From an optimization exercise on the open Yosys and OpenROAD flow, aimed at small area, a short achievable clock period and few clock cycles; shortcuts taken in it are not production practice. RTL that was checked went through simulation tests only; none was proved equivalent to the original. Power and IR drop assume default switching activity.

==> job 9735 <==
## CPU
module CPU(
    input clk,
    input rst,
    output [7:0] mem_addr,
    output [31:0] mem_wdata,
    output mem_we,
    input [31:0] mem_rdata
);
==> flow/config.mk <==
export PLATFORM = sky130hd
export DESIGN_NAME = CPU
export DESIGN_NICKNAME = CPU
export VERILOG_FILES = /design/flow/design.v
export SDC_FILE = /design/flow/constraint.sdc
export NUM_CORES = 8
export LEC_CHECK = 0
export CAP_MARGIN = 20
export CORE_MARGIN = 2
export CORE_UTILIZATION = 50
export CTS_BUF_LIST = sky130_fd_sc_hd__clkbuf_8
export CTS_CLUSTER_DIAMETER = 60
export CTS_CLUSTER_SIZE = 16
export SLEW_MARGIN = 20
==> flow/constraint.sdc <==
create_clock -name core_clock -period 12.0 [get_ports {clk}]
set_input_delay 2.4000 -clock core_clock [delete_from_list [all_inputs] [get_ports {clk}]]
set_output_delay 2.4000 -clock core_clock [all_outputs]
set_load 0.01 [all_outputs]
standard.sh (not shown) runs the stock make flow with config.mk's settings and CLKGATE_MAP_FILE= SYNTH_SCRIPT=/design/flow/synth_recipe.tcl, a recipe that flattens the netlist after the stock synthesis.
==> flow/flow/run.sh <==
#!/bin/bash
# Standard ORFS layout, with the timing repair steps aiming for 7.9 ns of
# setup slack at the design's 12 ns clock (the design's constraints are
# unchanged; only how hard the repair works).
set -euo pipefail
bash standard.sh SETUP_SLACK_MARGIN=7.9 finish > standard_finish.log 2>&1
==> inputs of job 1697, as changes to job 9735 <==
--- a/flow/design.v
+++ b/flow/design.v
@@ -2,26 +2,28 @@
     input [31:0] a,
     input [31:0] b,
     input sub,
     input selL,
     input f_and,
     input f_or,
     input f_xor,
     input f_nor,
+    input f_pb,
     input f_slt,
     output [31:0] y
 );
     wire [31:0] bx = b ^ {32{sub}};
     wire [31:0] sum = a + bx + {31'd0, sub};
     wire lt = (a[31] ^ b[31]) ? a[31] : sum[31];
     wire [31:0] lg = ({32{f_and}} & (a & b)) |
                      ({32{f_or}}  & (a | b)) |
                      ({32{f_xor}} & (a ^ b)) |
-                     ({32{f_nor}} & ~(a | b));
+                     ({32{f_nor}} & ~(a | b)) |
+                     ({32{f_pb}}  & b);
     assign y[31:1] = selL ? lg[31:1] : sum[31:1];
     assign y[0] = f_slt ? lt : (selL ? lg[0] : sum[0]);
 endmodule
 module Registers(
     input clk,
     input rst,
     input [4:0] ra1,
     input [4:0] ra2,
@@ -81,29 +83,28 @@
 );
     reg  [7:0] addr_q;    
     reg        data_q;    
     reg        dload_q;   
     reg  [4:0] lrd_d_q;   
     reg        lwb_q;     
     reg  [4:0] lrd_w_q;   
     reg        we_q;
-    reg [31:0] wdata_q;
     reg  [5:0] nf_q;      
     reg        rv_q;      
     reg  [5:0] rpc_q;     
     reg        rpred_q;   
     reg        btb_v;
     reg  [5:0] btb_pc, btb_tgt;
     reg        e_v;
     reg        e_wr;      
     reg        e_lw, e_sw, e_br, e_bne;
     reg  [4:0] e_rd, e_rs, e_rt;
     reg        e_urs, e_urt;
-    reg        e_sub, e_selL, e_and, e_or, e_xor, e_nor, e_slt;
+    reg        e_sub, e_selL, e_and, e_or, e_xor, e_nor, e_slt, e_pb;
     reg        e_fa, e_fb;    
     reg  [5:0] e_tgt;     
     reg        e_mis;     
     reg        e_ceq;     
     reg  [9:0] e_imm;     
     reg [31:0] e_a, e_b;
     reg        w_v;
     reg  [4:0] w_rd;
@@ -126,29 +127,29 @@
     wire d_urt = d_r | d_sw | d_br;
     wire [4:0] d_rd = d_r ? ins[15:11] : rt;
     wire d_sub = d_r & (fn == 6'b100010 || fn == 6'b101010) | (op == 6'b001010);
     wire d_and = d_r & (fn == 6'b100100) | (op == 6'b001100);
     wire d_or  = d_r & (fn == 6'b100101) | (op == 6'b001101);
     wire d_xor = d_r & (fn == 6'b100110) | (op == 6'b001110);
     wire d_nor = d_r & (fn == 6'b100111);
     wire d_slt = d_r & (fn == 6'b101010) | (op == 6'b001010);
-    wire d_selL = d_and | d_or | d_xor | d_nor | d_slt;
+    wire d_selL = d_and | d_or | d_xor | d_nor | d_slt | d_sw;
     wire [5:0] d_pc1 = rpc_q + 6'd1;
     wire [5:0] d_btgt = d_j ? ins[5:0] : d_pc1 + ins[5:0];
     wire d_back = d_br & ins[15] & ~rpred_q;
     wire d_pred = rpred_q | d_back;
     wire [5:0] d_tgt = d_pred ? d_pc1 : d_btgt;
     wire d_mis = d_br ? 1'b0 : (d_j ? ~d_pred : d_pred);
     wire d_ceq = d_bne ? d_pred : ~d_pred;
     wire [31:0] a = e_fa ? r_q : e_a;
     wire [31:0] b = e_fb ? r_q : e_b;
     wire [31:0] res;
     ALU alu (.a(a), .b(b), .sub(e_sub), .selL(e_selL), .f_and(e_and), .f_or(e_or),
-             .f_xor(e_xor), .f_nor(e_nor), .f_slt(e_slt), .y(res));
+             .f_xor(e_xor), .f_nor(e_nor), .f_pb(e_pb), .f_slt(e_slt), .y(res));
     wire eq = a == b;
     wire [9:0] daddr = a[9:0] + e_imm;
     wire lhaz = dload_q & ((e_urs & (e_rs == lrd_d_q)) |
                            (e_urt & (e_rt == lrd_d_q)) |
                            (e_wr  & (e_rd == lrd_d_q)));
     wire hold = lwb_q | (e_v & lhaz);
     wire ex = e_v & ~hold;
     wire redirect = ex & (e_mis | (e_br & (eq == e_ceq)));
@@ -159,17 +160,17 @@
     wire hit = btb_v & ~data_q & (fa == btb_pc);
     wire [5:0] seq = data_q ? nf_q : (hit ? btb_tgt : fa + 6'd1);
     wire d_redir = rv_q & d_back & ~hold & ~redirect;
     wire [5:0] resume = refetch ? e_tgt :
                         (rv_q & hold) ? rpc_q :
                         d_redir ? d_btgt : seq;
     assign mem_addr  = addr_q;
     assign mem_we    = we_q;
-    assign mem_wdata = wdata_q;
+    assign mem_wdata = r_q;
     wire [31:0] rfa, rfb;
     wire byp_a = w_v & (w_rd == rs);
     wire byp_b = w_v & (w_rd == rt);
     wire en_a = ~hold & ~byp_a;
     wire en_b = ~hold & ~byp_b & ~d_i;
     wire fix_a = lwb_q & e_urs & (e_rs == lrd_w_q);
     wire fix_b = lwb_q & e_urt & (e_rt == lrd_w_q);
     wire [31:0] se = {{16{ins[15]}}, ins[15:0]};
@@ -205,17 +206,16 @@
         end
     end
     always @(posedge clk) begin
         nf_q    <= resume;
         rpc_q   <= fa;
         rpred_q <= hit;
         lrd_d_q <= e_rd;
         lrd_w_q <= lrd_d_q;
-        wdata_q <= b;
         r_q     <= lwb_q ? mem_rdata : res;
         w_rd    <= lwb_q ? lrd_w_q : e_rd;
         e_a     <= a_next;
         e_b     <= b_next;
         if (d_redir) begin
             btb_pc  <= rpc_q;
             btb_tgt <= d_btgt;
         end
@@ -238,14 +238,15 @@
             e_bne  <= d_bne;
             e_sub  <= d_sub;
             e_selL <= d_selL;
             e_and  <= d_and;
             e_or   <= d_or;
             e_xor  <= d_xor;
             e_nor  <= d_nor;
             e_slt  <= d_slt;
+            e_pb   <= d_sw;
             e_tgt  <= d_tgt;
             e_mis  <= d_mis;
             e_ceq  <= d_ceq;
         end
     end
 endmodule
==> flow/flow/run.sh (replaced) <==
#!/bin/bash
# Standard ORFS layout, with the timing repair steps aiming for 8 ns of
# setup slack at the design's 12 ns clock (the design's constraints are
# unchanged; only how hard the repair works).
set -euo pipefail
bash standard.sh SETUP_SLACK_MARGIN=8 finish > standard_finish.log 2>&1
==> inputs of job 386, as changes to job 9735 <==
==> flow/flow/run.sh (replaced) <==
#!/bin/bash
# Standard ORFS layout, with the timing repair steps aiming for 8 ns of
# setup slack at the design's 12 ns clock (the design's constraints are
# unchanged; only how hard the repair works).
set -euo pipefail
bash standard.sh SETUP_SLACK_MARGIN=8 finish > standard_finish.log 2>&1
CORE_UTILIZATION = 60   (was 50)
==> summary of the runs <==
- The lowest register-to-register slack belongs to job 9735, the highest to job 386.
- In wire length, job 386 and job 9735 hardly differ.
- Clock-buffer cell count: job 386 < job 9735 < job 1697.
- Clock power, lowest first: job 386, job 1697, job 9735.
- Job 386 produced a clean layout. Job 1697 produced a clean layout. Job 9735 passed the timing, DRC and antenna checks.
- Core utilization: job 9735 < job 1697 < job 386.
- Clock skew: job 386 < job 1697 < job 9735.
- Sequential share of layout area, lowest first: job 1697, job 9735, job 386.
- The lowest global-route usage belongs to job 9735, the highest to job 386.
- Fmax: job 386 > job 1697 > job 9735.
- The lowest via count belongs to job 9735, the highest to job 1697.
Testbench counts of job 9735, summed over its fixed seeds: cycles 23,353.
Testbench counts of job 386, summed over its fixed seeds: cycles 23,353.
The RTL of job 1697 was laid out without a check of its function.

separate check: timing with driven ports:
The flow's constraints put no driver on any port. The routed layouts listed below were extracted and timed again, unchanged, in two steps. Step 1 assumes that a clkbuf_16 drives the clock port and a buf_2 every other input. Step 2 moves the port delays by t, midway between the first and last clock arrival at a register: inputs arrive t later, outputs are due t later. That takes back most of the time a late clock gives input paths. Three values: no drivers, after step 1, after step 2; two values: the first two.
run | t, ns | slack for setup (ns) | latest minus earliest clock arrival (ns)
job 9735 | 0.920 | 7.714 / 7.734 / 6.814 | 0.084 / 0.084
job 1697 | 0.949 | 7.822 / 7.848 / 6.899 | 0.065 / 0.065
job 386 | 0.942 | 7.864 / 7.892 / 6.950 | 0.052 / 0.052
After both steps setup and hold are still met in every run listed. The setup slack of job 1697, which loses most, moves by +0.026 ns with the drivers and by -0.923 ns with both steps.
